This design comes from an exercise in tuning for small area, a short achievable clock period and few clock cycles on the open sky130 flow, not from production work.
At most, simulation tests tie the RTL to the original design; equivalence was not proved.
Function not checked in runs 1 and 2: the RTL went through the layout flow alone.
Power figures rest on the tool's default switching activity, not on a simulated workload.

[design.v]
module bk_add #(parameter int W = 40) (
    input  logic [W-1:0] a,
    input  logic [W-1:0] b,
    input  logic         ci,
    output logic [W-1:0] y,
    output logic         co
);
    localparam int L = $clog2(W + 1);
    logic [W:0] g [0:2*L];
    logic [W:0] p [0:2*L];
    always_comb begin
        g[0] = {a & b, ci};
        p[0] = {a ^ b, 1'b0};
        for (int l = 0; l < L; l++) begin
            g[l+1] = g[l];
            p[l+1] = p[l];
            for (int i = (2 << l) - 1; i <= W; i += (2 << l)) begin
                g[l+1][i] = g[l][i] | (p[l][i] & g[l][i - (1 << l)]);
                p[l+1][i] = p[l][i] & p[l][i - (1 << l)];
            end
        end
        for (int l = L - 2; l >= 0; l--) begin
            g[2*L-1-l] = g[2*L-2-l];
            p[2*L-1-l] = p[2*L-2-l];
            for (int i = (3 << l) - 1; i <= W; i += (2 << l)) begin
                g[2*L-1-l][i] = g[2*L-2-l][i] | (p[2*L-2-l][i] & g[2*L-2-l][i - (1 << l)]);
                p[2*L-1-l][i] = p[2*L-2-l][i] & p[2*L-2-l][i - (1 << l)];
            end
        end
        for (int i = 0; i < W; i++) y[i] = p[0][i+1] ^ g[2*L-1][i];
        co = g[2*L-1][W];
    end
endmodule
module inc_late #(parameter int W = 24) (
    input  logic [W-1:0] a,
    input  logic         ci,
    output logic [W-1:0] y
);
    logic [W-1:0] ones;    
    always_comb begin
        ones[0] = 1'b1;
        for (int i = 1; i < W; i++) ones[i] = ones[i-1] & a[i-1];
        y = a ^ (ones & {W{ci}});
    end
endmodule
module day03p2_top (
    input  logic        clk_i,
    input  logic        rst_ni,
    input  logic [3:0]  digit_i,
    input  logic        eol_i,
    output logic [63:0] result_o,
    output logic        ready_o
);
logic [11:0][3:0] s_q, s_d;
logic [11:0]      s_en;
logic [39:0] lo_q;        
logic [23:0] hi_q, hi_d;  
logic [3:0]  d_q;         
logic        busy_q;      
logic        flush_q;     
logic [12:0] t_q;         
logic [11:0] mb_q;        
logic        tg_q;        
logic        fin_q;       
logic        hold_q;      
logic [3:0]  add_q;       
logic        c_q;         
logic        dig, conv, nxt11;
logic [11:1] lt, moved;
logic [11:0] ma;
logic [47:0] r;
logic [39:0] a, b, y;
logic        co;
logic [3:0]  top;
logic [39:0] sum;
assign r     = s_q;
assign dig   = d_q != 4'd0;
assign conv  = busy_q;
assign nxt11 = busy_q & t_q[10] & ~t_q[11];    
always_comb begin
    for (int i = 1; i < 12; i++) lt[i] = s_q[i] < s_q[i-1];
    moved[11] = lt[11];
    for (int i = 10; i >= 1; i--) moved[i] = moved[i+1] | lt[i];
    top = tg_q ? s_q[11] : 4'd0;
    for (int i = 0; i < 12; i++) ma[i] = mb_q[i] | add_q[0];
    for (int j = 0; j < 40; j++) begin
        a[j] = r[j] & ma[j/4];
        if (j >= 2) b[j] = (r[j-2] & mb_q[(j-2)/4]) | (lo_q[j] & add_q[1 + j/14]);
    end
    b[1] = top[2] | top[3] | (lo_q[1] & add_q[1]);
    b[0] = top[1] | top[3] | (lo_q[0] & add_q[1]);
end
bk_add #(.W(40)) u_add (.a(a), .b(b), .ci(top[3]), .y(y), .co(co));
assign sum = {y[38:0], top[0]};
inc_late #(.W(24)) u_inc (.a(hi_q), .ci(c_q), .y(hi_d));
always_comb begin
    s_d[0] = conv ? sum[3:0] : d_q;
    for (int i = 1; i < 12; i++)
        s_d[i] = (i < 10 ? sum[4*i +: 4] : 4'd0) | (t_q[i-1] ? 4'd0 : s_q[i-1]);
    s_en[0] = (conv & ~hold_q) | (dig & (moved[1] | (d_q > s_q[0])));
    for (int i = 1; i < 12; i++) s_en[i] = (conv & ~hold_q) | (dig & moved[i]);
end
always_ff @(posedge clk_i or negedge rst_ni) begin
    if (!rst_ni) begin
        hi_q    <= 24'd0;
        busy_q  <= 1'b1;
        flush_q <= 1'b1;
        t_q     <= 13'd0;
        tg_q    <= 1'b1;
        fin_q   <= 1'b0;
        hold_q  <= 1'b0;
        add_q   <= 4'd0;
        c_q     <= 1'b0;
    end else begin
        hi_q   <= hi_d;
        fin_q  <= nxt11;
        hold_q <= nxt11;
        add_q  <= {4{nxt11 & ~flush_q}};
        c_q    <= add_q[0] & co;
        tg_q   <= ~(nxt11 | fin_q);
        if (conv) begin
            busy_q <= ~t_q[12];
            t_q    <= t_q[12] ? 13'd0 : {t_q[11:0], 1'b1};
            if (t_q[12]) flush_q <= 1'b0;
        end else begin
            busy_q <= eol_i;
        end
    end
end
always_ff @(posedge clk_i) begin
    d_q  <= (busy_q | eol_i) ? 4'd0 : digit_i;
    mb_q <= (conv & ~t_q[11] & ~nxt11) ? {mb_q[10:0], 1'b1} : 12'd0;
    if (fin_q) lo_q <= y;
    for (int i = 0; i < 12; i++) if (s_en[i]) s_q[i] <= s_d[i];
end
assign result_o = {hi_q, lo_q};
assign ready_o  = ~busy_q;
endmodule
[run.sh]
#!/bin/bash
# synth_recipe.tcl (not shown) runs the flow's synth.tcl, then flattens the netlist and writes it again
# the make line also repeats each setting of config.mk as NAME=value (left out here)
make -C /OpenROAD-flow-scripts/flow DESIGN_CONFIG=/design/flow/config.mk WORK_HOME=/design/flow/orfs CLKGATE_MAP_FILE= SYNTH_SCRIPT=/design/flow/synth_recipe.tcl finish
[config.mk]
export PLATFORM = sky130hd
export DESIGN_NAME = day03p2_top
export DESIGN_NICKNAME = day03p2_top
export VERILOG_FILES = /design/flow/design.v
export SDC_FILE = /design/flow/constraint.sdc
export NUM_CORES = 4
export LEC_CHECK = 0
export CAP_MARGIN = 20
export CORE_MARGIN = 2
export CORE_UTILIZATION = 40
export SETUP_SLACK_MARGIN = 5
export SLEW_MARGIN = 20
[constraint.sdc]
create_clock -name core_clock -period 8.0 [get_ports {clk_i}]
set_input_delay 1.6000 -clock core_clock [delete_from_list [all_inputs] [get_ports {clk_i}]]
set_output_delay 1.6000 -clock core_clock [all_outputs]
set_load 0.01 [all_outputs]
==> results_dict.tcl, run 1 <==
set metrics [dict create \
    drtIter0Drc 415 \
    drive_gt1_frac 0.1604 \
    regArea_sq_mm 0.004010 \
    clock_latency_ps 430 \
    port_buffers 71 \
    initial_utilization 0.4079 \
    die_x_um 150.6 \
    hp-class "flop to flop" \
    synth_top_area_share 0.3072 \
    yosysTopAreaCell "edfxtp_1" \
    worstPathArrival_ps 3610 \
    root_buffer "clkbuf_16" \
    fin_crit_sh 0.4270 \
    clock_skew_ps 11.43 \
    wl_per_cell_um 17.38 \
    grt_setup_unrepaired "yes" \
    ys_ff_latch 145 \
    ys_seq_area_frac 0.4654 \
    antenna_found_initial 0 \
    synthFlopType "edfxtp_1" \
    nets 1001 \
    synth.most_common_cell "inv_1" \
    status "timing/DRC/antenna clean" \
    syn_area_sq_mm 0.008601 \
    worst-setup-path-type "flop to flop" \
    io_pins 72 \
    ant_nets 0 \
    final_area_sq_mm 0.01092 \
    area_growth_pct 27.00 \
    ys_types 55 \
    cts_sinks 145 \
    multi_input_area_sq_mm 0.004501 \
    place_area_sq_mm 0.009706 \
    htree_levels 4 \
    grt_overflow 0 \
    synth-async-reset-ratio 0.2966 \
    hold_viol 0 \
    start_kind "flop" \
    place_congestion 0.8560 \
    path_max_fanout 30 \
    grt_usage 0.1884 \
    maxSlewViolCount 0 \
    cts_buffers 17 \
    rows 53 \
    synth_cells 790 \
    synth-edff-count 88 \
    required_ps 8190 \
    p_per_area_mw_per_mm2 364.6 \
    grt_pass1_wl_um 33020 \
    syn_nets 894 \
    diodes 0 \
    worst_slew_pin_slew_ps 960.7 \
    cts_tree "built" \
    min_period_ps 3416 \
    synth_area_leaders "edfxtp_1 31%, dfrtp_1 12%, ha_1 11%" \
    finalSetupViolCount 0 \
    clk_pin_slew_ps 70 \
    p_leak_nw 5.053 \
    maxCapViolations 0 \
    dp_hpwl_um 14440 \
    peakVddDrop_v 0.0001780 \
    ys_top_cells_by_count "117 x inv_1, 88 x edfxtp_1, 77 x ha_1, 54 x o21ai_0, 51 x nor2_1" \
    place_inst 1126 \
    tns_ps 0 \
    core_sq_mm 0.02109 \
    yosysWarnings 5 \
    synth_area_per_cell_sq_um 10.89 \
    slew_headroom 0.3595 \
    drc_errors 0 \
    end_kind "flop" \
    finalNonFillerCells 1185 \
    n_fill_cell 1920 \
    grt_pass1_vias 6288 \
    dr_total_vias 6214 \
    dieArea_sq_mm 0.02269 \
    cts.path.max_buffers 2 \
    grt_max_degree 44 \
    clock.fmax_mhz 292.7 \
    routed_wl_um 20600 \
    firstDrtPassIters 5 \
    viasPerCell 5.244 \
    die_h_um 150.6 \
]
[state kept, by name, indices dropped and copies added (netlist names), 4 cells and up]
| signal | cells |
|---|---|
| d_q | 4 |
| hi_q | 24 |
| lo_q | 40 |
| mb_q | 10 |
| s_q | 48 |
| t_q | 13 |
[metrics by stage]
| stage | total power [mW] | util | hold WS, ps | worst slack (ps) |
|---|---|---|---|---|
| 2_1_floorplan | 2.480 | - | 450.4 | 4799 |
| 3_3_place_gp | 2.971 | 0.4602 | 463.1 | 4195 |
| 3_5_place_dp | 2.990 | 0.4602 | 461.0 | 4088 |
| 4_1_cts | 3.946 | 0.5097 | 478.5 | 4600 |
| 5_1_grt | 4.265 | 0.5180 | 502.0 | 4449 |
| 6_report | 3.982 | 0.5180 | 474.0 | 4584 |
[routing by layer]
layer / GRT usage / vias up / wire length [um]
li1: - / 3003 / -
met1: 0.2675 / 3079 / 10030
met2: 0.2964 / 114 / 9585
met3: 0.03424 / 18 / 725
met4: 0.05234 / 0 / 261
met5: 0 / - / 0
[kinds of logic (layout without fill, tap and decap cells)]
group	after synthesis	count (layout)	synth area share
AOI/OAI and AO/OA	203	203	0.1642
and+or+nand+nor	170	170	0.1082
DFF	145	145	0.4654
muxes	2	2	0.002618
buffers and inverters	130	250	0.05717
xor gates and xnor gates	43	43	0.04379
adders and majority gates	97	97	0.1586
[power by group]
part           internal, mW  switching, mW
combinational         0.742          0.969
clock                 0.504          0.326
sequential             1.17          0.269
total                  2.42           1.56
[worst max-delay path: stages (launching register included)]
cell and delay (ps):
dfrtp_2 490, buf_4 180, buf_16 170, a22o_4 250
ha_4 310, a21o_1 190, a21o_1 150, a21oi_2 70
o21ai_2 240, a22oi_2 150, a31o_4 250, o21a_1 190
fa_1 480, inv_1 40
[repair_timing]
action | CTS | global route
setup endpoints to repair | 99 | 76
hold buffers | 0 | 0
endpoints found under the hold margin | 0 | 0
resized for setup | 56 | 36
gates cloned | 2 | 0
buffers inserted | 21 | 4
pin swaps | 9 | 11
[worst paths after layout]
path	from	end	slack [ps]	cells after the start
min in group asynchronous	rst_ni	hi_q[23]	1330	1
setup reg to reg	add_q[0]	lo_q[39]	4580	13
hold reg to reg	hi_q[23]	hi_q[23]	470	1
setup / recovery	add_q[0]	lo_q[39]	4580	13
max in group asynchronous	rst_ni	hi_q[7]	6010	1
hold / removal	hi_q[23]	hi_q[23]	470	1
[cell type report]
type | instances | share of cell area
Tap cell | 275 | 0.03150
Multi-Input combinational cell | 515 | 0.4120
Clock inverter | 9 | 0.008247
Timing Repair Buffer | 100 | 0.09107
Clock buffer | 23 | 0.04880
Inverter | 118 | 0.04124
Sequential cell | 145 | 0.3671
[layout by cell type, fill, tap and decap left out, drive strengths merged, types with 15 or more instances in the layout]
master and n:
a21o 36, a21oi 21, a22o 37, and2 15, buf 30, clkbuf 23
clkdlybuf4s50 52, dfrtp 40, edfxtp 88, fa 20, ha 77, inv 119
nand2 33, nor2 51, o21ai 54, xnor2 32
==> inputs of run 2 (changes only) <==
--- a/config.mk
+++ b/config.mk
@@ -8,5 +8,5 @@
 export CAP_MARGIN = 20
 export CORE_MARGIN = 2
 export CORE_UTILIZATION = 40
-export SETUP_SLACK_MARGIN = 5
+export SETUP_SLACK_MARGIN = 4.5
 export SLEW_MARGIN = 20
==> run 2 against run 1 <==
  * Largest power group unchanged
  * Largest cell class unchanged
  * Non-clock buffer count shrank 12
  * Sequential share of layout area is 1.3 points higher
  * Hold slack about the same
==> results_dict.tcl, run 2 <==
set metrics [dict create \
    io_pins 72 \
    internal_power_mw 2.318 \
    final_cell_mix "116 x inv_1, 88 x edfxtp_1, 69 x ha_1, 69 x clkdlybuf4s50_1, 45 x nor2_1" \
    regMostFlops "s_q" \
    combinationalPowerShare 0.423 \
    cts_sinks 145 \
    synth-async-reset-ratio 0.2966 \
    viasPerCell 5.272 \
    ys_top_cells_by_count "117 x inv_1, 88 x edfxtp_1, 77 x ha_1, 54 x o21ai_0, 51 x nor2_1" \
    finalSetupViolCount 0 \
    grt.met3_usage 0.03364 \
    reg_top3 "s_q (48), lo_q (40), hi_q (24)" \
    whs_endpoint "hi_q[23]" \
    die_x_um 150.6 \
    ys_types 55 \
    mostFrequentLayoutCell "inv_1" \
    die_h_um 150.6 \
    initial_utilization 0.4079 \
    ff2ff_path_depth 15 \
    cts.path.max_buffers 2 \
    diodes 0 \
    dr_total_vias 6184 \
    cts_tree "built" \
    worstHoldPathCells 1 \
    p_leak_nw 4.749 \
    use_met1 0.2649 \
    fin_crit_sh 0.4337 \
    path_max_fanout 7 \
    busiest_layer "met2" \
    clock.fmax_mhz 288.2 \
    grt_setup_unrepaired "yes" \
    drive_gt1_frac 0.1269 \
    path_cells "buf_6 > buf_6 > a22o_1 > ha_4 > nand4_1 > o211ai_1 > a22oi_1 > nand3_2 > inv_2 > o21a_1 > o21bai_1 > a31oi_1 > fa_2 > xnor2_2 > a21o_1" \
    ys_ff_latch 145 \
    met2_usage 0.3025 \
    clock_skew_ps 11.11 \
    start_kind "flop" \
    worstPathArrival_ps 3660 \
    maxSlewViolCount 0 \
    reg2reg_to "s_q[31]" \
    syn_area_sq_mm 0.008601 \
    root_buffer "clkbuf_16" \
    ant_nets 0 \
    dieArea_sq_mm 0.02269 \
    path_buf_inv 3 \
    crit_family "compound AO/OA/AOI/OAI gates" \
    nets 989 \
    cts_buffers 17 \
    maxCapViolations 0 \
    yosysWarnings 5 \
    synth.most_common_cell "inv_1" \
    min_from "hi_q[23]" \
    p_per_area_mw_per_mm2 363.7 \
    synth_top_area_share 0.3072 \
    end_kind "flop" \
    worst_slew_pin_slew_ps 1076 \
    antenna_found_initial 0 \
    syn_nets 894 \
    wl_per_cell_um 17.38 \
    tns_ps 0 \
    synth-edff-count 88 \
    grt_overflow 0 \
    whs_ps 473.6 \
    firstDrtPassIters 5 \
    pre_cts_slack_ps 3927 \
    min_period_ps 3469 \
    peakVddDrop_v 0.0001900 \
    hold_viol 0 \
    grt_max_degree 44 \
    hp-class "flop to flop" \
    rows 53 \
    largest_reg_flops 48 \
    required_ps 8190 \
    synth_cells 790 \
    port_buffers 71 \
    synth_area_per_cell_sq_um 10.89 \
    synthFlopType "edfxtp_1" \
    cts_hold_buf 0 \
    dp_hpwl_um 14510 \
    seqPwrFrac 0.379 \
    grt_usage 0.1904 \
    slew_headroom 0.2771 \
    routed_wl_um 20390 \
    clk_pin_slew_ps 70 \
    setup_ws_ps 4531 \
    htree_levels 4 \
    rrSetupSlack_ps 4530 \
    grt_pass1_vias 6334 \
    status "timing/DRC/antenna clean" \
    core_sq_mm 0.02109 \
    p_switching_mw 1.525 \
    synth_area_leaders "edfxtp_1 31%, dfrtp_1 12%, ha_1 11%" \
    drtIter0Drc 408 \
    cp_common_cell "buf_6" \
    r2r-start "add_q[0]" \
    ys_seq_area_frac 0.4654 \
    n_fill_cell 1981 \
    grt_pass1_wl_um 33290 \
    p_sw_frac 0.3967 \
    clock_latency_ps 430 \
    slowest_stage "dfrtp_4" \
    p_clk_frac 0.198 \
    drc_errors 0 \
    area_growth_pct 22.84 \
    worst_path_largest_cell_delay_ps 540 \
    worst-setup-path-type "flop to flop" \
    place_congestion 0.8291 \
    yosysTopAreaCell "edfxtp_1" \
]
-- run 2: cell counts after synthesis --
Identical to the previous run, type by type.
-- run 2: what timing repair did --
item                                    4_1_cts  5_1_grt
resized for setup                            25       44
setup buffers                                 9        5
endpoints found under the setup margin       66       29
hold endpoints to repair                      0        0
cloned                                        0        1
pin swaps                                     8       22
-- run 2: per-stage QoR --
step	util	area, sq um	instances	total power [mW]
floorplan	-	8601	790	2.437
global placement	0.4562	9619	1126	2.930
detailed placement	0.4562	9619	1126	2.948
CTS	0.4892	10320	1167	3.780
global route	0.5010	10570	1173	4.139
finish	0.5010	10570	1173	3.843
-- run 2: cell type report --
cell class	count	area [sq um]	share of cell area
repair buffers	88	879.6	0.08325
clock inverters	14	110.1	0.01042
flip-flops and latches	145	4011	0.3797
inverters	118	447.9	0.04240
multi-input cells	515	4343	0.4111
well taps	275	344.1	0.03257
clock buffers	18	429.2	0.04062
-- run 2: how the worst max path moves through the flow --
stage	to	cells past startpoint	slack, ps	start
3_3_place_gp	s_q[31]	15	3990	add_q[0]
5_1_grt	s_q[31]	15	4320	add_q[0]
4_1_cts	s_q[31]	15	4440	add_q[0]
6_report	s_q[31]	15	4530	add_q[0]
2_1_floorplan	s_q[31]	16	4500	add_q[0]
3_5_place_dp	s_q[31]	15	3930	add_q[0]
-- run 2: logic make-up after synthesis --
family,count (synthesis),share of synthesized area
buffers and inverters,130,0.05717
xor gates and xnor gates,43,0.04379
AOI/OAI and AO/OA,203,0.1642
and+or+nand+nor,170,0.1082
adders and majority gates,97,0.1586
DFF,145,0.4654
muxes,2,0.002618
-- run 2: layer usage --
metal	share of wire	up-vias
li1	-	2981
met1	0.49	3041
met2	0.46	134
met3	0.035	28
met4	0.018	0
met5	0	-
-- run 2: power by group through the flow --
stage | registers, mW | clock network (mW) | logic, mW
floorplan | 1.34 | 0 | 1.09
detailed placement | 1.47 | 0 | 1.48
global route | 1.50 | 0.801 | 1.84
CTS | 1.45 | 0.772 | 1.56
global placement | 1.47 | 0 | 1.46
finish | 1.46 | 0.760 | 1.63
==> inputs of run 3 (changes only) <==
--- a/design.v
+++ b/design.v
@@ -5,7 +5,7 @@
     output logic [W-1:0] y,
     output logic         co
 );
-    localparam int L = $clog2(W + 1);
+    localparam int L = (W < 2) ? 1 : (W < 4) ? 2 : (W < 8) ? 3 : (W < 16) ? 4 : (W < 32) ? 5 : (W < 64) ? 6 : 7;   
     logic [W:0] g [0:2*L];
     logic [W:0] p [0:2*L];
     always_comb begin
==> run 3 against run 2 <==
  * Still clean on timing, DRC and antenna
  * Global-route usage unchanged
  * Flip-flop and latch count did not move
  * Fmax did not move
  * Setup slack stayed put
  * Sequential share of layout area did not move
  * Wire length unchanged
  * Clock skew stayed put
  * First-iteration DRC count did not move
  * Critical path type unchanged
  * Largest power group unchanged
==> results_dict.tcl, run 3 <==
set metrics [dict create \
    area_growth_pct 22.84 \
    largest_reg_flops 48 \
    grt_usage 0.1904 \
    port_buffers 71 \
    die_h_um 150.6 \
    path_buf_inv 3 \
    worstPathArrival_ps 3660 \
    peakVddDrop_v 0.0001900 \
    regMostFlops "s_q" \
    n_fill_cell 1981 \
    required_ps 8190 \
    slowest_stage "dfrtp_4" \
    hp-class "flop to flop" \
    p_per_area_mw_per_mm2 363.7 \
    diodes 0 \
    clock_skew_ps 11.11 \
    pre_cts_slack_ps 3927 \
    maxCapViolations 0 \
    synth.most_common_cell "inv_1" \
    place_area_sq_mm 0.009619 \
    final_cell_mix "116 x inv_1, 88 x edfxtp_1, 69 x ha_1, 69 x clkdlybuf4s50_1, 45 x nor2_1" \
    status "timing/DRC/antenna clean" \
    tns_ps 0 \
    worst_path_largest_cell_delay_ps 540 \
    ys_ff_latch 145 \
    fin_crit_sh 0.4337 \
    initial_utilization 0.4079 \
    ys_seq_area_frac 0.4654 \
    io_pins 72 \
    ys_top_cells_by_count "117 x inv_1, 88 x edfxtp_1, 77 x ha_1, 54 x o21ai_0, 51 x nor2_1" \
    cts_tree "built" \
    clock_latency_ps 430 \
    crit_family "compound AO/OA/AOI/OAI gates" \
    finalSetupViolCount 0 \
    htree_levels 4 \
    wl_per_cell_um 17.38 \
    drive_gt1_frac 0.1269 \
    clock.fmax_mhz 288.2 \
    antenna_found_initial 0 \
    cts_buffers 17 \
    dieArea_sq_mm 0.02269 \
    synthFlopType "edfxtp_1" \
    maxSlewViolCount 0 \
    cts.path.max_buffers 2 \
    cp_common_cell "buf_6" \
    die_x_um 150.6 \
    path_max_fanout 7 \
    synth-async-reset-ratio 0.2966 \
    clk_pin_slew_ps 70 \
    yosysWarnings 5 \
    total_power_mw 3.843 \
    worst_slew_pin_slew_ps 1076 \
    dp_hpwl_um 14510 \
    syn_nets 894 \
    synth_area_per_cell_sq_um 10.89 \
    p_leak_nw 4.749 \
    start_kind "flop" \
    grt_overflow 0 \
    drc_errors 0 \
    grt_setup_unrepaired "yes" \
    synth_area_leaders "edfxtp_1 31%, dfrtp_1 12%, ha_1 11%" \
    reg_top3 "s_q (48), lo_q (40), hi_q (24)" \
    mostFrequentLayoutCell "inv_1" \
    grt_pass1_wl_um 33290 \
    core_sq_mm 0.02109 \
    place_congestion 0.8291 \
    synth_top_area_share 0.3072 \
    synth-edff-count 88 \
    synth_cells 790 \
    setup_ws_ps 4531 \
    path_cells "buf_6 > buf_6 > a22o_1 > ha_4 > nand4_1 > o211ai_1 > a22oi_1 > nand3_2 > inv_2 > o21a_1 > o21bai_1 > a31oi_1 > fa_2 > xnor2_2 > a21o_1" \
    nets 989 \
    final_area_sq_mm 0.01057 \
    grt_max_degree 44 \
    viasPerCell 5.272 \
    dr_total_vias 6184 \
    worst-setup-path-type "flop to flop" \
    ant_nets 0 \
    cts_sinks 145 \
    syn_area_sq_mm 0.008601 \
    drtIter0Drc 408 \
    yosysTopAreaCell "edfxtp_1" \
    hold_viol 0 \
    cts_hold_buf 0 \
    routed_wl_um 20390 \
    min_period_ps 3469 \
    root_buffer "clkbuf_16" \
    end_kind "flop" \
    ys_types 55 \
    slew_headroom 0.2771 \
    firstDrtPassIters 5 \
    rows 53 \
    grt_pass1_vias 6334 \
]
==> run 3: final timing paths <==
| kind | start | endpoint | slack (ps) | depth (start not counted) |
|---|---|---|---|---|
| max | add_q[0] | s_q[31] | 4530 | 15 |
| min | hi_q[23] | hi_q[23] | 470 | 1 |
| max reg2reg | add_q[0] | s_q[31] | 4530 | 15 |
| min reg2reg | hi_q[23] | hi_q[23] | 470 | 1 |
| max in group asynchronous | rst_ni | add_q[0] | 6390 | 1 |
| min in group asynchronous | rst_ni | hi_q[20] | 1170 | 1 |
==> run 3: power by group <==
group / internal [mW] / switching (mW)
Clock: 0.427 / 0.333
Sequential: 1.17 / 0.285
Combinational: 0.719 / 0.906
Total: 2.32 / 1.52
==> run 3: cell type report <==
| cell class | count | area [sq um] | area share |
|---|---|---|---|
| Clock buffer | 18 | 429.2 | 0.04062 |
| Clock inverter | 14 | 110.1 | 0.01042 |
| Timing Repair Buffer | 88 | 879.6 | 0.08325 |
| Multi-Input combinational cell | 515 | 4343 | 0.4111 |
| Tap cell | 275 | 344.1 | 0.03257 |
| Inverter | 118 | 447.9 | 0.04240 |
| Sequential cell | 145 | 4011 | 0.3797 |
==> run 3: kinds of logic after synthesis <==
family	count (synthesis)	synth area share
AO/OA/AOI/OAI	203	0.1642
AND/OR/NAND/NOR	170	0.1082
flip-flops	145	0.4654
buffers and inverters	130	0.05717
adder cells (fa/ha/maj)	97	0.1586
XOR/XNOR	43	0.04379
multiplexers	2	0.002618
==> run 3: per-layer routing <==
layer	share of wire	GRT usage
met2	0.46	0.3025
met4	0.018	0.06121
met3	0.035	0.03364
met1	0.49	0.2649
met5	0	0
==> run 3: worst register-to-register path: cells and delay by family, from the launching register on <==
kind	cells	cell delay (ps)
AOI/OAI and AO/OA	7	1330
adders and majority gates	2	690
DFF	1	540
buffers and inverters	3	340
and+or+nand+nor	2	190
xor gates and xnor gates	1	150
==> run 3: what timing repair did <==
action / CTS / global route
pin swaps: 8 / 22
setup endpoints to repair: 66 / 29
gates cloned: 0 / 1
gates resized for setup: 25 / 44
setup buffers: 9 / 5
==> run 3: through the flow <==
step | std cells | hold slack [ps] | utilization
after CTS | 1167 | 481.9 | 0.4892
after global routing | 1173 | 489.8 | 0.5010
after floorplan | 790 | 450.4 | -
after detailed placement | 1126 | 463.2 | 0.4562
after global placement | 1126 | 468.7 | 0.4562
final | 1173 | 473.6 | 0.5010
Testbench counts of run 3, summed over its fixed seeds: cycles 55,312.
==> inputs of run 4 (changes only) <==
--- a/config.mk
+++ b/config.mk
@@ -8,5 +8,8 @@
 export CAP_MARGIN = 20
 export CORE_MARGIN = 2
 export CORE_UTILIZATION = 40
+export CTS_BUF_LIST = sky130_fd_sc_hd__clkbuf_4 sky130_fd_sc_hd__clkbuf_8
+export CTS_CLUSTER_DIAMETER = 100
+export CTS_CLUSTER_SIZE = 30
 export SETUP_SLACK_MARGIN = 4.5
 export SLEW_MARGIN = 20
==> run 4 against run 3 <==
  * Via count is 0.92% lower
  * Clock skew is 4.8 ps higher
  * Critical path type unchanged
  * Fmax is 1.8% higher
  * Sequential share of layout area is 0.48 points higher
  * Core utilization is 0.62 points lower
  * Register-to-register slack better by 60 ps
  * Clock power is 28% lower
  * Synthesized cell count stayed put
==> results_dict.tcl, run 4 <==
set metrics [dict create \
    cts_sinks 145 \
    synth_compound_area_frac 0.1642 \
    ys_types 55 \
    cts_buffers 17 \
    p_leak_nw 4.673 \
    synth_cells 790 \
    synth_top_family_by_area "compound AO/OA/AOI/OAI gates" \
    core_sq_mm 0.02109 \
    port_buffers 71 \
    reg_top3 "s_q (48), lo_q (40), hi_q (24)" \
    grt_usage 0.1879 \
    maxCapViolations 0 \
    syn_area_sq_mm 0.008601 \
    worst-setup-path-type "flop to flop" \
    clock.fmax_mhz 293.3 \
    final_cell_mix "117 x inv_1, 88 x edfxtp_1, 71 x ha_1, 70 x clkdlybuf4s50_1, 41 x nor2_1" \
    n_fill_cell 1985 \
    peakVddDrop_v 0.0001648 \
    regArea_sq_mm 0.004011 \
    yosysWarnings 5 \
    clock_skew_ps 15.95 \
    synthFlopType "edfxtp_1" \
    place_area_sq_mm 0.009619 \
    finalSetupViolCount 0 \
    dp_hpwl_um 14510 \
    cts_tree "built" \
    status "timing/DRC/antenna clean" \
    cts.path.max_buffers 2 \
    worstPathArrival_ps 3630 \
    synth_area_per_cell_sq_um 10.89 \
    regMostFlops "s_q" \
    synth-simple-area-share 0.1082 \
    p_per_area_mw_per_mm2 350.5 \
    rows 53 \
    largest_reg_flops 48 \
    end_kind "flop" \
    die_x_um 150.6 \
    clk_pin_slew_ps 80 \
    slew_headroom 0.2752 \
    drtIter0Drc 387 \
    mostFrequentLayoutCell "inv_1" \
    antenna_found_initial 0 \
    grt_pass1_vias 6258 \
    routed_wl_um 20170 \
    hold_viol 0 \
    hp-class "flop to flop" \
    tns_ps 0 \
    min_period_ps 3409 \
    dr_total_vias 6127 \
    initial_utilization 0.4079 \
    required_ps 8220 \
    path_max_fanout 18 \
    ys_ff_latch 145 \
    area_growth_pct 21.31 \
    worst_slew_pin_slew_ps 1079 \
    clock_latency_ps 460 \
    place_congestion 0.8291 \
    drive_gt1_frac 0.1337 \
    yosysTopAreaCell "edfxtp_1" \
    synthAdderAreaFrac 0.1586 \
    io_pins 72 \
    htree_levels 4 \
    synth_mux_area_frac 0.002619 \
    maxSlewViolCount 0 \
    fin_crit_sh 0.4261 \
    final_area_sq_mm 0.01043 \
    grt_max_degree 44 \
    start_kind "flop" \
    synth_area_leaders "edfxtp_1 31%, dfrtp_1 12%, ha_1 11%" \
    cts_hold_buf 0 \
    synth.most_common_cell "inv_1" \
    firstDrtPassIters 4 \
    multi_input_area_sq_mm 0.004349 \
    drc_errors 0 \
    wl_per_cell_um 17.10 \
    dieArea_sq_mm 0.02269 \
    ys_top_cells_by_count "117 x inv_1, 88 x edfxtp_1, 77 x ha_1, 54 x o21ai_0, 51 x nor2_1" \
    diodes 0 \
    synth_top_area_share 0.3072 \
    ant_nets 0 \
    synth-async-reset-ratio 0.2966 \
    grt_setup_unrepaired "yes" \
    ys_seq_area_frac 0.4654 \
    grt_pass1_wl_um 32950 \
    syn_nets 894 \
    grt_overflow 0 \
    nets 996 \
    viasPerCell 5.192 \
    die_h_um 150.6 \
    synth_xor_area_frac 0.04379 \
    synth-edff-count 88 \
    root_buffer "clkbuf_8" \
]
-- run 4: cell counts after synthesis --
Identical to the previous run, type by type.
-- run 4: path summary, 6_finish.rpt --
kind,from,endpoint,slack [ps],cells past startpoint
max reg2reg,add_q[0],s_q[31],4590,14
min in group asynchronous,rst_ni,hi_q[22],1130,1
max,add_q[0],s_q[31],4590,14
min reg2reg,hi_q[23],hi_q[23],480,1
max in group asynchronous,rst_ni,add_q[0],6430,1
min,hi_q[23],hi_q[23],480,1
-- run 4: cells by family after synthesis --
logic type	Yosys count
fa+ha+maj	97
xor+xnor	43
buf+inv	130
flops	145
mux	2
compound gates	203
simple gates	170
-- run 4: layer usage --
| metal | part of all wire | track usage | routed length (um) | vias to the layer above |
|---|---|---|---|---|
| met5 | 0 | 0 | 0 | - |
| met4 | 0.012 | 0.05935 | 252 | 0 |
| met3 | 0.036 | 0.03121 | 730 | 18 |
| met2 | 0.46 | 0.2939 | 9261 | 102 |
| met1 | 0.49 | 0.2672 | 9929 | 3012 |
| li1 | - | - | - | 2995 |
-- run 4: stage by stage --
stage               utilization  power (mW)  instances  worst slack (ps)  hold WS, ps
global placement         0.4562       2.930       1126              3986        468.7
finish                   0.4948       3.657       1180              4591        477.3
CTS                      0.4792       3.557       1169              4442        485.0
floorplan                     -       2.437        790              4502        450.4
global route             0.4948       3.960       1180              4393        493.0
detailed placement       0.4562       2.948       1126              3927        463.2
-- run 4: final cells by class --
| class | count | area share |
|---|---|---|
| Inverter | 118 | 0.04293 |
| Timing Repair Buffer | 95 | 0.08910 |
| Multi-Input combinational cell | 515 | 0.4168 |
| Clock inverter | 14 | 0.01055 |
| Tap cell | 275 | 0.03298 |
| Sequential cell | 145 | 0.3845 |
| Clock buffer | 18 | 0.02314 |
-- run 4: power breakdown --
| group | leakage (nW) | switching (mW) | internal (mW) |
|---|---|---|---|
| clock network | 0.196 | 0.299 | 0.249 |
| registers | 1.58 | 0.286 | 1.17 |
| logic | 2.90 | 0.917 | 0.736 |
-- run 4: timing repair --
action	in CTS	in global routing
resized for setup	24	51
setup endpoints to repair	70	30
buffers inserted	11	10
pin swaps	5	18
cloned	0	1
-- run 4: critical path: stages (launching register included) --
cell      delay [ps]
dfrtp_4          560
buf_12           190
a22o_1           250
ha_4             300
nand4_1          110
o211ai_1         260
a22oi_2          130
nand3_2          120
inv_1             70
o21a_1           200
o21bai_1         190
a31oi_1          130
fa_2             350
xnor2_1          140
a21o_1           150
==> inputs of run 5 (changes only) <==
--- a/design.v
+++ b/design.v
@@ -58,16 +58,17 @@
 logic [3:0]  d_q;         
 logic        busy_q;      
 logic        flush_q;     
-logic [12:0] t_q;         
-logic [11:0] mb_q;        
+logic [10:0] mb_q;        
 logic        tg_q;        
 logic        fin_q;       
 logic        hold_q;      
+logic        done_q;      
 logic [3:0]  add_q;       
 logic        c_q;         
 logic        dig, conv, nxt11;
+logic [10:0] ms;
 logic [11:1] lt, moved;
-logic [11:0] ma;
+logic [9:0]  ma;
 logic [47:0] r;
 logic [39:0] a, b, y;
 logic        co;
@@ -76,13 +77,14 @@
 assign r     = s_q;
 assign dig   = d_q != 4'd0;
 assign conv  = busy_q;
-assign nxt11 = busy_q & t_q[10] & ~t_q[11];    
+assign nxt11 = mb_q[10];    
 always_comb begin
     for (int i = 1; i < 12; i++) lt[i] = s_q[i] < s_q[i-1];
     moved[11] = lt[11];
     for (int i = 10; i >= 1; i--) moved[i] = moved[i+1] | lt[i];
     top = tg_q ? s_q[11] : 4'd0;
-    for (int i = 0; i < 12; i++) ma[i] = mb_q[i] | add_q[0];
+    for (int i = 0; i < 10; i++) ma[i] = mb_q[i] | add_q[0];
+    for (int i = 0; i < 11; i++) ms[i] = mb_q[i] | done_q;
     for (int j = 0; j < 40; j++) begin
         a[j] = r[j] & ma[j/4];
         if (j >= 2) b[j] = (r[j-2] & mb_q[(j-2)/4]) | (lo_q[j] & add_q[1 + j/14]);
@@ -96,7 +98,7 @@
 always_comb begin
     s_d[0] = conv ? sum[3:0] : d_q;
     for (int i = 1; i < 12; i++)
-        s_d[i] = (i < 10 ? sum[4*i +: 4] : 4'd0) | (t_q[i-1] ? 4'd0 : s_q[i-1]);
+        s_d[i] = (i < 10 ? sum[4*i +: 4] : 4'd0) | (ms[i-1] ? 4'd0 : s_q[i-1]);
     s_en[0] = (conv & ~hold_q) | (dig & (moved[1] | (d_q > s_q[0])));
     for (int i = 1; i < 12; i++) s_en[i] = (conv & ~hold_q) | (dig & moved[i]);
 end
@@ -105,7 +107,8 @@
         hi_q    <= 24'd0;
         busy_q  <= 1'b1;
         flush_q <= 1'b1;
-        t_q     <= 13'd0;
+        mb_q    <= 11'd0;
+        done_q  <= 1'b0;
         tg_q    <= 1'b1;
         fin_q   <= 1'b0;
         hold_q  <= 1'b0;
@@ -118,10 +121,11 @@
         add_q  <= {4{nxt11 & ~flush_q}};
         c_q    <= add_q[0] & co;
         tg_q   <= ~(nxt11 | fin_q);
+        done_q <= fin_q;
+        mb_q   <= (conv & ~nxt11 & ~fin_q & ~done_q) ? {mb_q[9:0], 1'b1} : 11'd0;
         if (conv) begin
-            busy_q <= ~t_q[12];
-            t_q    <= t_q[12] ? 13'd0 : {t_q[11:0], 1'b1};
-            if (t_q[12]) flush_q <= 1'b0;
+            busy_q <= ~done_q;
+            if (done_q) flush_q <= 1'b0;
         end else begin
             busy_q <= eol_i;
         end
@@ -129,7 +133,6 @@
 end
 always_ff @(posedge clk_i) begin
     d_q  <= (busy_q | eol_i) ? 4'd0 : digit_i;
-    mb_q <= (conv & ~t_q[11] & ~nxt11) ? {mb_q[10:0], 1'b1} : 12'd0;
     if (fin_q) lo_q <= y;
     for (int i = 0; i < 12; i++) if (s_en[i]) s_q[i] <= s_d[i];
 end
--- a/config.mk
+++ b/config.mk
@@ -7,7 +7,7 @@
 export LEC_CHECK = 0
 export CAP_MARGIN = 20
 export CORE_MARGIN = 2
-export CORE_UTILIZATION = 40
+export CORE_UTILIZATION = 60
 export CTS_BUF_LIST = sky130_fd_sc_hd__clkbuf_4 sky130_fd_sc_hd__clkbuf_8
 export CTS_CLUSTER_DIAMETER = 100
 export CTS_CLUSTER_SIZE = 30
==> run 5 against run 4 <==
  * Still clean
  * Core utilization is 24 points higher
  * Total power is 27% higher
  * Count of clock-buffer cells in the layout stayed put
  * Wire length is 4.2% lower
  * Flip-flop and latch count is 11 lower
  * Clock skew is 5.8 ps lower
  * Critical endpoint is now s_q[39]
==> results_dict.tcl, run 5 <==
set metrics [dict create \
    clock_latency_ps 460 \
    place_area_sq_mm 0.009185 \
    clock.fmax_mhz 293.1 \
    clock_skew_ps 10.12 \
    worst_slew_pin_slew_ps 1033 \
    drive_gt1_frac 0.1313 \
    required_ps 8220 \
    hp-class "flop to flop" \
    grt_pass1_vias 6202 \
    rrSetupSlack_ps 4590 \
    viasPerCell 5.890 \
    reg_top3 "s_q (48), lo_q (40), hi_q (24)" \
    worst-setup-path-type "flop to flop" \
    regMostFlops "s_q" \
    min_period_ps 3412 \
    worst_path_largest_cell_delay_ps 550 \
    hold_viol 0 \
    maxCapViolations 0 \
    fin_crit_sh 0.4265 \
    end_kind "flop" \
    area_growth_pct 20.99 \
    ys_top_cells_by_count "104 x inv_1, 88 x edfxtp_1, 77 x ha_1, 65 x nand2_1, 48 x nor2_1" \
    worstHoldPathCells 1 \
    fin_util 0.7334 \
    wl_per_cell_um 18.29 \
    peakVddDrop_v 0.0002777 \
    crit_cells 13 \
    initial_utilization 0.6062 \
    multi_input_area_sq_mm 0.004373 \
    cts.path.max_buffers 2 \
    regArea_sq_mm 0.003785 \
    synth-edff-count 88 \
    root_buffer "clkbuf_8" \
    grt_pass1_wl_um 30350 \
    dr_total_vias 6220 \
    antenna_found_initial 0 \
    start_kind "flop" \
    cts_sinks 134 \
    slowest_stage "dfrtp_4" \
    n_fill_cell 989 \
    final_area_sq_mm 0.01006 \
    rows 43 \
    path_max_fanout 21 \
    synth-async-reset-ratio 0.3134 \
    path_buf_inv 3 \
    drc_errors 0 \
    nets 967 \
    grt_max_degree 44 \
    p_per_area_mw_per_mm2 460.4 \
    routed_wl_um 19320 \
    yosysWarnings 5 \
    final_cell_mix "104 x inv_1, 88 x edfxtp_1, 70 x clkdlybuf4s50_1, 67 x ha_1, 64 x nand2_1" \
    synth_area_leaders "edfxtp_1 32%, dfrtp_1 12%, ha_1 12%" \
    ys_ff_latch 134 \
    total_power_mw 4.632 \
    port_buffers 71 \
    ant_nets 0 \
    maxSlewViolCount 0 \
    tns_ps 0 \
    worstPathArrival_ps 3630 \
    diodes 0 \
    finalSetupViolCount 0 \
    cts_hold_buf 0 \
    synth_top_area_share 0.3177 \
    p_leak_nw 4.592 \
    ys_seq_area_frac 0.4542 \
    firstDrtPassIters 5 \
    grt_usage 0.2677 \
    place_congestion 0.8953 \
    slew_headroom 0.3061 \
    clk_pin_slew_ps 70 \
    io_pins 72 \
    synth_cells 777 \
    whs_ps 471.1 \
    syn_nets 881 \
    ff2ff_path_depth 13 \
    ys_types 56 \
    path_cells "buf_6 > buf_4 > clkbuf_16 > a22o_1 > ha_4 > and4_4 > nand2_1 > o21ai_2 > a22oi_2 > a31o_2 > fa_1 > xnor2_1 > a21o_1" \
    yosysTopAreaCell "edfxtp_1" \
    dp_hpwl_um 13550 \
    synthFlopType "edfxtp_1" \
    die_h_um 121.7 \
    htree_levels 4 \
    crit_family "compound AO/OA/AOI/OAI gates" \
    grt_overflow 0 \
    synth.most_common_cell "inv_1" \
    cts_tree "built" \
    cts_buffers 17 \
    grt_setup_unrepaired "yes" \
    synth_area_per_cell_sq_um 10.70 \
    status "timing/DRC/antenna clean" \
    syn_area_sq_mm 0.008317 \
    core_sq_mm 0.01372 \
    die_x_um 121.7 \
    dieArea_sq_mm 0.01482 \
    largest_reg_flops 48 \
    mostFrequentLayoutCell "inv_1" \
    drtIter0Drc 413 \
]
## run 5: changes by cell type after synthesis, moves of 8 or more
cell	previous run	this run
nand2_1	33	65
o21ai_0	54	29
inv_1	117	104
dfxtp_1	14	4
o21bai_1	14	6
## run 5: worst reg2reg max path: stages (launching register included)
cell       delay [ps]
dfrtp_4           550
buf_6             170
buf_4             140
clkbuf_16         180
a22o_1            250
ha_4              280
and4_4            210
nand2_1           100
o21ai_2           210
a22oi_2           120
a31o_2            260
fa_1              380
xnor2_1           160
a21o_1            170
## run 5: timing repair
item,CTS,global route
gates resized for setup,10,65
buffers inserted,4,9
pin swaps,3,19
gates cloned,0,1
endpoints found under the hold margin,0,0
endpoints found under the setup margin,35,35
## run 5: final timing paths
path                       startpoint       end
setup / recovery             add_q[0]   s_q[39]
hold / removal               hi_q[23]  hi_q[23]
setup reg to reg             add_q[0]   s_q[39]
hold reg to reg              hi_q[23]  hi_q[23]
max in group asynchronous      rst_ni  add_q[0]
min in group asynchronous      rst_ni   hi_q[8]
## run 5: cell families after synthesis
group                    synth area share
AO/OA/AOI/OAI                      0.1470
XOR/XNOR                          0.04528
adder cells (fa/ha/maj)            0.1640
buffers and inverters             0.05657
flip-flops                         0.4542
multiplexers                     0.002708
AND/OR/NAND/NOR                    0.1303
## run 5: stage by stage
stage	cells	setup slack, ps
3_5_place_dp	1010	4100
4_1_cts	1046	4490
5_1_grt	1056	4475
6_report	1056	4588
3_3_place_gp	1010	4253
2_1_floorplan	777	4677
## run 5: power breakdown
group / leakage (nW) / total (mW) / internal (mW) / switching [mW]
logic: 2.93 / 2.46 / 1.13 / 1.33
clock network: 0.211 / 0.594 / 0.314 / 0.279
registers: 1.45 / 1.57 / 1.22 / 0.353
## run 5: area by class of cell
class / instances / area share
sequential: 134 / 0.3761
timing repair buffer: 87 / 0.08655
multi-input combinational: 519 / 0.4346
tap: 180 / 0.02238
inverter: 104 / 0.03880
clock inverter: 14 / 0.01753
clock buffer: 18 / 0.02400
## run 5: metal layers
layer	share of wire	up-vias	track usage
li1	-	2889	-
met1	0.42	3051	0.3486
met2	0.48	228	0.4343
met3	0.060	52	0.05290
met4	0.035	0	0.1243
met5	0	-	0
Testbench counts of run 5, summed over its fixed seeds: cycles 55,312.
==> inputs of run 6 (changes only) <==
--- a/config.mk
+++ b/config.mk
@@ -7,7 +7,7 @@
 export LEC_CHECK = 0
 export CAP_MARGIN = 20
 export CORE_MARGIN = 2
-export CORE_UTILIZATION = 60
+export CORE_UTILIZATION = 40
 export CTS_BUF_LIST = sky130_fd_sc_hd__clkbuf_4 sky130_fd_sc_hd__clkbuf_8
 export CTS_CLUSTER_DIAMETER = 100
 export CTS_CLUSTER_SIZE = 30
==> run 6 against run 5 <==
  * Hold slack better by 6.2 ps
  * First-iteration DRC count is 24% lower
  * Via count is 5.2% lower
  * Sequential power hardly changed
  * Critical endpoint is now s_q[31]
  * Clock power is 7.9% lower
  * Still clean
  * Cell count is 8.1% higher
  * Non-clock buffer count is 4 lower
  * Die area is 48% higher
  * Largest cell class unchanged
  * Register-to-register slack better by 50 ps
  * Core utilization is 24 points lower
==> results_dict.tcl, run 6 <==
set metrics [dict create \
    root_buffer "clkbuf_8" \
    io_pins 72 \
    cts_hold_buf 0 \
    initial_utilization 0.4097 \
    path_max_fanout 7 \
    final_area_sq_mm 0.009977 \
    whs_ps 477.3 \
    synth_top_area_share 0.3177 \
    maxCapViolations 0 \
    dp_hpwl_um 13760 \
    synth.most_common_cell "inv_1" \
    setup_ws_ps 4639 \
    clock_skew_ps 12.47 \
    cts_sinks 134 \
    clk_pin_slew_ps 90 \
    wl_per_cell_um 16.97 \
    required_ps 8230 \
    yosysWarnings 5 \
    tns_ps 0 \
    worst_path_largest_cell_delay_ps 540 \
    finalSetupViolCount 0 \
    port_buffers 71 \
    grt_setup_unrepaired "yes" \
    grt_pass1_vias 5913 \
    grt_max_degree 44 \
    regMostFlops "s_q" \
    internal_power_mw 2.524 \
    viasPerCell 5.164 \
    clock.fmax_mhz 297.5 \
    syn_nets 881 \
    antenna_found_initial 0 \
    final_cell_mix "104 x inv_1, 88 x edfxtp_1, 70 x ha_1, 70 x clkdlybuf4s50_1, 65 x nand2_1" \
    ant_nets 0 \
    grt_pass1_wl_um 31240 \
    synthFlopType "edfxtp_1" \
    synth-edff-count 88 \
    drtIter0Drc 312 \
    r2r-start "add_q[0]" \
    place_congestion 0.7710 \
    dr_total_vias 5897 \
    grt_usage 0.1803 \
    n_fill_cell 1921 \
    place_area_sq_mm 0.009298 \
    worstHoldPathCells 1 \
    slew_headroom 0.3316 \
    place_inst 1100 \
    end_kind "flop" \
    synth_area_per_cell_sq_um 10.70 \
    p_leak_nw 4.541 \
    diodes 0 \
    start_kind "flop" \
    dieArea_sq_mm 0.02196 \
    firstDrtPassIters 5 \
    cts_buffers 17 \
    worstPathArrival_ps 3590 \
    regArea_sq_mm 0.003785 \
    combinationalPowerShare 0.526 \
    slowest_stage "dfrtp_4" \
    min_period_ps 3361 \
    drive_gt1_frac 0.1112 \
    rows 52 \
    maxSlewViolCount 0 \
    p_per_area_mw_per_mm2 446.7 \
    ff2ff_path_depth 14 \
    fin_crit_sh 0.4201 \
    synth_area_leaders "edfxtp_1 32%, dfrtp_1 12%, ha_1 12%" \
    min_from "hi_q[23]" \
    yosysTopAreaCell "edfxtp_1" \
    hp-class "flop to flop" \
    p_clk_frac 0.123 \
    drc_errors 0 \
    largest_reg_flops 48 \
    finalNonFillerCells 1142 \
    peakVddDrop_v 0.0002037 \
    cts_tree "built" \
    ys_seq_area_frac 0.4542 \
    die_x_um 148.2 \
    p_switching_mw 1.932 \
    status "timing/DRC/antenna clean" \
    seqPwrFrac 0.351 \
    synth-async-reset-ratio 0.3134 \
    ys_ff_latch 134 \
    clock_latency_ps 470 \
    htree_levels 4 \
    path_cells "buf_4 > o21ai_4 > inv_1 > ha_4 > nand4_1 > o211ai_1 > a22oi_2 > a31oi_2 > nor2b_2 > o21bai_1 > a31oi_1 > fa_2 > xnor2_1 > a21o_1" \
    cts.path.max_buffers 2 \
    reg_top3 "s_q (48), lo_q (40), hi_q (24)" \
    nets 963 \
    pre_cts_slack_ps 4101 \
    ys_types 56 \
    worst-setup-path-type "flop to flop" \
    core_sq_mm 0.02030 \
    hold_viol 0 \
    routed_wl_um 19380 \
    worst_slew_pin_slew_ps 1003 \
    ys_top_cells_by_count "104 x inv_1, 88 x edfxtp_1, 77 x ha_1, 65 x nand2_1, 48 x nor2_1" \
    grt_overflow 0 \
    mostFrequentLayoutCell "inv_1" \
    synth_cells 777 \
    die_h_um 148.2 \
    rrSetupSlack_ps 4640 \
    whs_endpoint "hi_q[23]" \
    syn_area_sq_mm 0.008317 \
    reg2reg_to "s_q[31]" \
    multi_input_area_sq_mm 0.004264 \
    p_sw_frac 0.4336 \
    area_growth_pct 19.96 \
]
## run 6: cell counts after synthesis
No cell type changed its count.
## run 6: what timing repair did
item | in CTS | in global routing
resized for setup | 11 | 43
buffers inserted | 1 | 8
cloned | 0 | 1
setup endpoints to repair | 37 | 27
pin swaps | 2 | 15
## run 6: cell families (layout without fill, tap and decap cells)
kind of cell,count (synthesis),after routing,share of synthesized area
AO/OA/AOI/OAI,170,170,0.1470
flip-flops,134,134,0.4542
buffers and inverters,124,219,0.05657
AND/OR/NAND/NOR,207,207,0.1303
multiplexers,2,2,0.002708
XOR/XNOR,43,43,0.04528
adder cells (fa/ha/maj),97,97,0.1640
## run 6: worst max-delay path, delay by kind of cell (launching register included)
kind                     cells  cell delay (ps)
flip-flops                   1              540
buffers and inverters        2              290
XOR/XNOR                     1              140
AND/OR/NAND/NOR              2              160
AO/OA/AOI/OAI                7             1350
adder cells (fa/ha/maj)      2              640
## run 6: layout make-up
cell class | instances | area share
clock buffer | 17 | 0.02345
clock inverter | 15 | 0.01329
inverter | 104 | 0.03913
multi-input combinational | 519 | 0.4274
sequential | 134 | 0.3794
tap | 270 | 0.03386
timing repair buffer | 83 | 0.08352
## run 6: routing by layer
layer,track usage,part of all wire,up-vias
met5,0,0,-
met4,0.05286,0.015,0
met3,0.03742,0.036,22
met2,0.2914,0.48,119
met1,0.2463,0.47,2871
li1,-,-,2885
## run 6: worst max-delay path by stage
stage	startpoint	end	slack, ps	cells past startpoint
6_report	add_q[0]	s_q[31]	4640	14
5_1_grt	add_q[0]	s_q[19]	4490	14
4_1_cts	add_q[0]	s_q[39]	4490	13
3_5_place_dp	add_q[0]	s_q[35]	4100	14
3_3_place_gp	add_q[0]	s_q[31]	4160	14
2_1_floorplan	add_q[0]	s_q[31]	4680	15
## run 6: power by group through the flow
stage | combinational (mW) | sequential, mW | clock (mW)
detailed placement | 2.16 | 1.58 | 0
CTS | 2.20 | 1.56 | 0.566
floorplan | 1.62 | 1.42 | 0
global placement | 2.13 | 1.58 | 0
global route | 2.66 | 1.61 | 0.592
finish | 2.34 | 1.57 | 0.547
## run 6: stage by stage
stage,power (mW),util
after detailed placement,3.735,0.4580
after global routing,4.861,0.4915
after CTS,4.332,0.4779
after floorplan,3.036,-
final,4.457,0.4915
after global placement,3.713,0.4580
==> inputs of run 7 (changes only) <==
--- a/config.mk
+++ b/config.mk
@@ -11,5 +11,5 @@
 export CTS_BUF_LIST = sky130_fd_sc_hd__clkbuf_4 sky130_fd_sc_hd__clkbuf_8
 export CTS_CLUSTER_DIAMETER = 100
 export CTS_CLUSTER_SIZE = 30
-export SETUP_SLACK_MARGIN = 4.5
+export SETUP_SLACK_MARGIN = 5
 export SLEW_MARGIN = 20
==> run 7 against run 6 <==
  * Clock skew is 2.9 ps higher
  * Die area stayed put
  * Hold slack worse by 6.8 ps
  * Fmax is 2.2% lower
  * Clock power is 2% higher
  * Sequential share of layout area is 1.9 points lower
  * Critical path depth stayed put
  * Synthesized cell count stayed put
  * Flip-flop and latch count stayed put
==> results_dict.tcl, run 7 <==
set metrics [dict create \
    grt_usage 0.1863 \
    htree_levels 4 \
    yosysTopAreaCell "edfxtp_1" \
    synth-async-reset-ratio 0.3134 \
    ys_types 56 \
    synth-edff-count 88 \
    final_cell_mix "103 x inv_1, 88 x edfxtp_1, 65 x ha_1, 64 x nand2_1, 49 x dlygate4sd2_1" \
    path_max_fanout 14 \
    p_per_area_mw_per_mm2 443.1 \
    grt.met3_usage 0.03804 \
    setup_ws_ps 4564 \
    clock_latency_ps 470 \
    peakVddDrop_v 0.0002427 \
    min_period_ps 3436 \
    final_area_sq_mm 0.01051 \
    synth_cells 777 \
    die_h_um 148.2 \
    slew_headroom 0.3192 \
    cts_tree "built" \
    r2r-start "add_q[0]" \
    synth.most_common_cell "inv_1" \
    wl_per_cell_um 16.86 \
    clk_pin_slew_ps 90 \
    hp-class "flop to flop" \
    firstDrtPassIters 4 \
    end_kind "flop" \
    port_buffers 71 \
    grt_pass1_wl_um 31960 \
    mostFrequentLayoutCell "inv_1" \
    ys_top_cells_by_count "104 x inv_1, 88 x edfxtp_1, 77 x ha_1, 65 x nand2_1, 48 x nor2_1" \
    worstHoldPathCells 1 \
    antenna_found_initial 0 \
    dieArea_sq_mm 0.02196 \
    cts.path.max_buffers 2 \
    worst-setup-path-type "flop to flop" \
    viasPerCell 5.190 \
    routed_wl_um 19740 \
    drtIter0Drc 337 \
    yosysWarnings 5 \
    met2_usage 0.3058 \
    dr_total_vias 6078 \
    pre_cts_slack_ps 4123 \
    worst_slew_pin_slew_ps 1021 \
    clock.fmax_mhz 291.1 \
    min_from "hi_q[23]" \
    whs_ps 470.5 \
    start_kind "flop" \
    place_congestion 0.8015 \
    ys_seq_area_frac 0.4542 \
    reg_top3 "s_q (48), lo_q (40), hi_q (24)" \
    grt_overflow 0 \
    nets 992 \
    syn_nets 881 \
    synth_top_area_share 0.3177 \
    rrSetupSlack_ps 4560 \
    ff2ff_path_depth 14 \
    core_sq_mm 0.02030 \
    die_x_um 148.2 \
    area_growth_pct 26.42 \
    grt_max_degree 44 \
    whs_endpoint "hi_q[23]" \
    reg2reg_to "s_q[29]" \
    maxSlewViolCount 0 \
    diodes 0 \
    cts_buffers 17 \
    status "timing/DRC/antenna clean" \
    ant_nets 0 \
    worstPathArrival_ps 3680 \
    p_leak_nw 5.141 \
    rows 52 \
    regMostFlops "s_q" \
    maxCapViolations 0 \
    finalSetupViolCount 0 \
    synthFlopType "edfxtp_1" \
    fin_crit_sh 0.4295 \
    syn_area_sq_mm 0.008317 \
    grt_pass1_vias 6119 \
    busiest_layer "met2" \
    io_pins 72 \
    drc_errors 0 \
    largest_reg_flops 48 \
    ys_ff_latch 134 \
    drive_gt1_frac 0.1842 \
    cts_hold_buf 0 \
    cts_sinks 134 \
    hold_viol 0 \
    grt_setup_unrepaired "yes" \
    dp_hpwl_um 13580 \
    place_area_sq_mm 0.009427 \
    initial_utilization 0.4097 \
    synth_area_leaders "edfxtp_1 32%, dfrtp_1 12%, ha_1 12%" \
    synth_area_per_cell_sq_um 10.70 \
    use_met1 0.2499 \
    root_buffer "clkbuf_8" \
    required_ps 8240 \
    tns_ps 0 \
    clock_skew_ps 15.32 \
]
run 7: routing by layer:
| layer | wire (um) | part of all wire |
|---|---|---|
| met5 | 0 | 0 |
| met3 | 760 | 0.039 |
| met2 | 9557 | 0.48 |
| met4 | 297 | 0.015 |
| met1 | 9123 | 0.46 |
run 7: repair_timing:
item,4_1_cts,5_1_grt
pin swaps,17,14
gates cloned,2,1
resized for setup,94,49
endpoints found under the setup margin,148,85
buffers inserted,30,7
run 7: worst max-delay path by stage:
stage	start	end	slack, ps	cells past startpoint
detailed placement	add_q[0]	s_q[31]	4120	14
global route	add_q[0]	s_q[31]	4450	13
global placement	add_q[0]	s_q[31]	4200	14
CTS	add_q[0]	s_q[31]	4650	14
floorplan	add_q[0]	s_q[31]	4910	14
finish	add_q[0]	s_q[29]	4560	14
run 7: cell families after synthesis:
| group | count (synthesis) | synth area share |
|---|---|---|
| AO/OA/AOI/OAI | 170 | 0.1470 |
| AND/OR/NAND/NOR | 207 | 0.1303 |
| multiplexers | 2 | 0.002708 |
| adder cells (fa/ha/maj) | 97 | 0.1640 |
| XOR/XNOR | 43 | 0.04528 |
| buffers and inverters | 124 | 0.05657 |
| flip-flops | 134 | 0.4542 |
run 7: worst max-delay path, cell delays in order (launching register included):
cell	delay (ps)
dfrtp_2	490
buf_12	190
a22o_1	240
ha_4	300
nand4_1	190
nor2_2	200
nand4b_1	170
a31oi_2	280
nor2b_2	90
o21bai_1	230
buf_4	150
inv_1	40
fa_2	330
xnor2_1	140
a21o_1	160
run 7: final cells by class:
cell class | count | area [sq um]
inverter | 104 | 390.4
multi-input combinational | 519 | 4526
fill | 1845 | 9786
clock inverter | 15 | 138.9
clock buffer | 17 | 234.0
timing repair buffer | 112 | 1101
tap | 270 | 337.8
sequential | 134 | 3786
run 7: per-stage QoR:
step                      utilization  std cells  total power [mW]
after floorplan                     -        777             3.128
after global placement         0.4644       1099             3.799
after detailed placement       0.4644       1099             3.807
after CTS                      0.5031       1163             4.520
after global routing           0.5179       1171             5.053
final                          0.5179       1171             4.659
run 7: where the power goes:
group / leakage (nW) / internal [mW] / switching (mW) / total (mW)
Combinational: 3.50 / 1.18 / 1.35 / 2.53
Clock: 0.198 / 0.252 / 0.307 / 0.559
Sequential: 1.45 / 1.22 / 0.353 / 1.57
==> inputs of run 8 (changes only) <==
--- a/config.mk
+++ b/config.mk
@@ -11,5 +11,5 @@
 export CTS_BUF_LIST = sky130_fd_sc_hd__clkbuf_4 sky130_fd_sc_hd__clkbuf_8
 export CTS_CLUSTER_DIAMETER = 100
 export CTS_CLUSTER_SIZE = 30
-export SETUP_SLACK_MARGIN = 5
+export SETUP_SLACK_MARGIN = 4
 export SLEW_MARGIN = 20
==> run 8 against run 7 <==
  * Synthesized cell count is the same
  * Clock power down 3%
  * Wire length down 4.9%
  * Non-clock buffer count decreased by 38
  * Critical path type unchanged
  * Largest cell class unchanged
  * Highest routed layer unchanged
==> results_dict.tcl, run 8 <==
set metrics [dict create \
    status "timing/DRC/antenna clean" \
    whs_endpoint "hi_q[23]" \
    drtIter0Drc 327 \
    initial_utilization 0.4097 \
    grt_setup_unrepaired "no" \
    synth_cells 777 \
    root_buffer "clkbuf_8" \
    cts_tree "built" \
    dieArea_sq_mm 0.02196 \
    worst-setup-path-type "flop to flop" \
    min_from "hi_q[23]" \
    worstPathArrival_ps 3890 \
    worst_path_largest_cell_delay_ps 580 \
    yosysWarnings 5 \
    p_sw_frac 0.4342 \
    final_cell_mix "104 x inv_1, 88 x edfxtp_1, 77 x ha_1, 70 x clkdlybuf4s50_1, 65 x nand2_1" \
    firstDrtPassIters 4 \
    end_kind "flop" \
    internal_power_mw 2.423 \
    min_period_ps 3662 \
    p_clk_frac 0.127 \
    grt_pass1_wl_um 31080 \
    port_buffers 71 \
    area_growth_pct 16.52 \
    ys_seq_area_frac 0.4542 \
    multi_input_area_sq_mm 0.004069 \
    path_buf_inv 2 \
    worstHoldPathCells 1 \
    finalSetupViolCount 0 \
    die_h_um 148.2 \
    dp_hpwl_um 13760 \
    n_fill_cell 1943 \
    antenna_found_initial 0 \
    pre_cts_slack_ps 4101 \
    synth_area_leaders "edfxtp_1 32%, dfrtp_1 12%, ha_1 12%" \
    rrSetupSlack_ps 4340 \
    p_per_area_mw_per_mm2 441.9 \
    yosysTopAreaCell "edfxtp_1" \
    grt_usage 0.1796 \
    synth.most_common_cell "inv_1" \
    hold_viol 0 \
    required_ps 8230 \
    die_x_um 148.2 \
    reg_top3 "s_q (48), lo_q (40), hi_q (24)" \
    rows 52 \
    ys_types 56 \
    regMostFlops "s_q" \
    crit_family "compound AO/OA/AOI/OAI gates" \
    grt_overflow 0 \
    synth-edff-count 88 \
    cts_buffers 17 \
    worst_slew_pin_slew_ps 977.4 \
    slew_headroom 0.3484 \
    reg2reg_to "s_q[31]" \
    maxSlewViolCount 0 \
    r2r-start "add_q[0]" \
    path_max_fanout 42 \
    synth_top_area_share 0.3177 \
    slowest_stage "dfrtp_4" \
    ant_nets 0 \
    p_switching_mw 1.859 \
    place_congestion 0.7710 \
    clock_latency_ps 460 \
    ff2ff_path_depth 14 \
    setup_ws_ps 4338 \
    start_kind "flop" \
    synthFlopType "edfxtp_1" \
    drc_errors 0 \
    mostFrequentLayoutCell "inv_1" \
    cts_hold_buf 0 \
    hp-class "flop to flop" \
    nets 954 \
    wl_per_cell_um 16.57 \
    clk_pin_slew_ps 90 \
    synth_area_per_cell_sq_um 10.70 \
    syn_nets 881 \
    ys_top_cells_by_count "104 x inv_1, 88 x edfxtp_1, 77 x ha_1, 65 x nand2_1, 48 x nor2_1" \
    syn_area_sq_mm 0.008317 \
    synth-async-reset-ratio 0.3134 \
    largest_reg_flops 48 \
    clock.fmax_mhz 273.0 \
    p_leak_nw 4.477 \
    maxCapViolations 0 \
    regArea_sq_mm 0.003785 \
    routed_wl_um 18770 \
    cp_common_cell "a31oi_1" \
    ys_ff_latch 134 \
    diodes 0 \
    seqPwrFrac 0.363 \
    grt_pass1_vias 5875 \
    cts_sinks 134 \
    path_cells "buf_8 > o21ai_0 > inv_1 > ha_1 > nand4_1 > nor4_1 > a22oi_1 > a31oi_1 > nor2b_1 > o21bai_1 > a31oi_1 > fa_1 > xnor2_1 > a21o_1" \
    combinationalPowerShare 0.510 \
    grt_max_degree 44 \
    tns_ps 0 \
    dr_total_vias 5809 \
    core_sq_mm 0.02030 \
    clock_skew_ps 13.79 \
    io_pins 72 \
    peakVddDrop_v 0.0002029 \
    viasPerCell 5.127 \
    drive_gt1_frac 0.07068 \
    cts.path.max_buffers 2 \
    fin_crit_sh 0.4578 \
    htree_levels 4 \
]
## run 8: cell counts after synthesis
No cell type changed its count.
## run 8: what timing repair did
item                                    in CTS  in global routing
endpoints found under the setup margin       0                 16
endpoints found under the hold margin        0                  0
buffers inserted                             0                  1
resized for setup                            0                  3
## run 8: layer usage
layer	track usage	wire, um	part of all wire	vias up
met3	0.03834	736	0.039	20
met4	0.04905	244	0.013	0
met1	0.2447	8844	0.47	2808
li1	-	-	-	2862
met5	0	0	0	-
met2	0.2917	8944	0.48	119
## run 8: metrics by stage
stage                     utilization  total power [mW]  hold slack, ps  cells  area (sq um)
after floorplan                     -             3.036           462.6    777          8317
after global placement         0.4580             3.713           459.2   1100          9298
after detailed placement       0.4580             3.735           468.7   1100          9298
after CTS                      0.4761             4.317           484.8   1132          9664
after global routing           0.4774             4.691           504.6   1133          9691
final                          0.4774             4.282           477.3   1133          9691
## run 8: power groups by stage
| stage | Clock [mW] | Sequential, mW | Combinational [mW] |
|---|---|---|---|
| final | 0.545 | 1.55 | 2.18 |
| after global routing | 0.593 | 1.60 | 2.50 |
| after CTS | 0.566 | 1.56 | 2.19 |
| after detailed placement | 0 | 1.58 | 2.16 |
| after global placement | 0 | 1.58 | 2.13 |
| after floorplan | 0 | 1.42 | 1.62 |
## run 8: area by class of cell
type                    count  share of cell area
multi-input cells         519              0.4199
clock buffers              17             0.02414
repair buffers             74             0.07657
inverters                 104             0.04028
clock inverters            15             0.01369
flip-flops and latches    134              0.3906
well taps                 270             0.03486
## run 8: how the worst max path moves through the flow
stage	from	end	cells after the start	slack, ps
2_1_floorplan	add_q[0]	s_q[31]	15	4680
3_3_place_gp	add_q[0]	s_q[31]	14	4160
3_5_place_dp	add_q[0]	s_q[35]	14	4100
4_1_cts	add_q[0]	s_q[35]	14	4100
5_1_grt	add_q[0]	s_q[35]	14	4050
6_report	add_q[0]	s_q[31]	14	4340
## run 8: cells by family (layout without fill, tap and decap cells)
family	after synthesis	after routing	share of synthesized area
buffers and inverters	124	210	0.05657
adder cells (fa/ha/maj)	97	97	0.1640
multiplexers	2	2	0.002708
AND/OR/NAND/NOR	207	207	0.1303
XOR/XNOR	43	43	0.04528
flip-flops	134	134	0.4542
AO/OA/AOI/OAI	170	170	0.1470

==> port drivers added, routing unchanged <==
The results above use ideal ports. As a check the final layouts listed here were re-extracted and re-timed, cells and wires unchanged.
Step 1 sets driving cells, clkbuf_16 on the clock port and buf_2 on the other inputs (assumed; they add their load-dependent delay and slew).
Step 2 also shifts input and output timing later by t, the mid clock arrival at the registers, as if the neighbouring blocks saw the same clock.
Three values: ideal, step 1, step 2; two values: the first two.
| run | t (ns) | setup slack, ns | hold slack, ns | latest minus earliest clock arrival (ns) |
|---|---|---|---|---|
| run 1 | 0.468 | 4.584 / 4.584 / 4.584 | 0.474 / 0.474 / 0.474 | 0.012 / 0.012 |
| run 2 | 0.472 | 4.531 / 4.531 / 4.531 | 0.474 / 0.474 / 0.474 | 0.011 / 0.011 |
| run 3 | 0.472 | 4.531 / 4.531 / 4.531 | 0.474 / 0.474 / 0.474 | 0.011 / 0.011 |
| run 4 | 0.493 | 4.591 / 4.591 / 4.591 | 0.477 / 0.477 / 0.477 | 0.016 / 0.017 |
| run 5 | 0.496 | 4.588 / 4.588 / 4.588 | 0.471 / 0.471 / 0.471 | 0.010 / 0.011 |
| run 6 | 0.497 | 4.639 / 4.639 / 4.639 | 0.477 / 0.477 / 0.477 | 0.013 / 0.013 |
| run 7 | 0.506 | 4.564 / 4.564 / 4.564 | 0.471 / 0.471 / 0.471 | 0.016 / 0.016 |
| run 8 | 0.497 | 4.338 / 4.338 / 4.338 | 0.477 / 0.477 / 0.477 | 0.014 / 0.014 |
After both steps setup and hold are still met in every run listed.
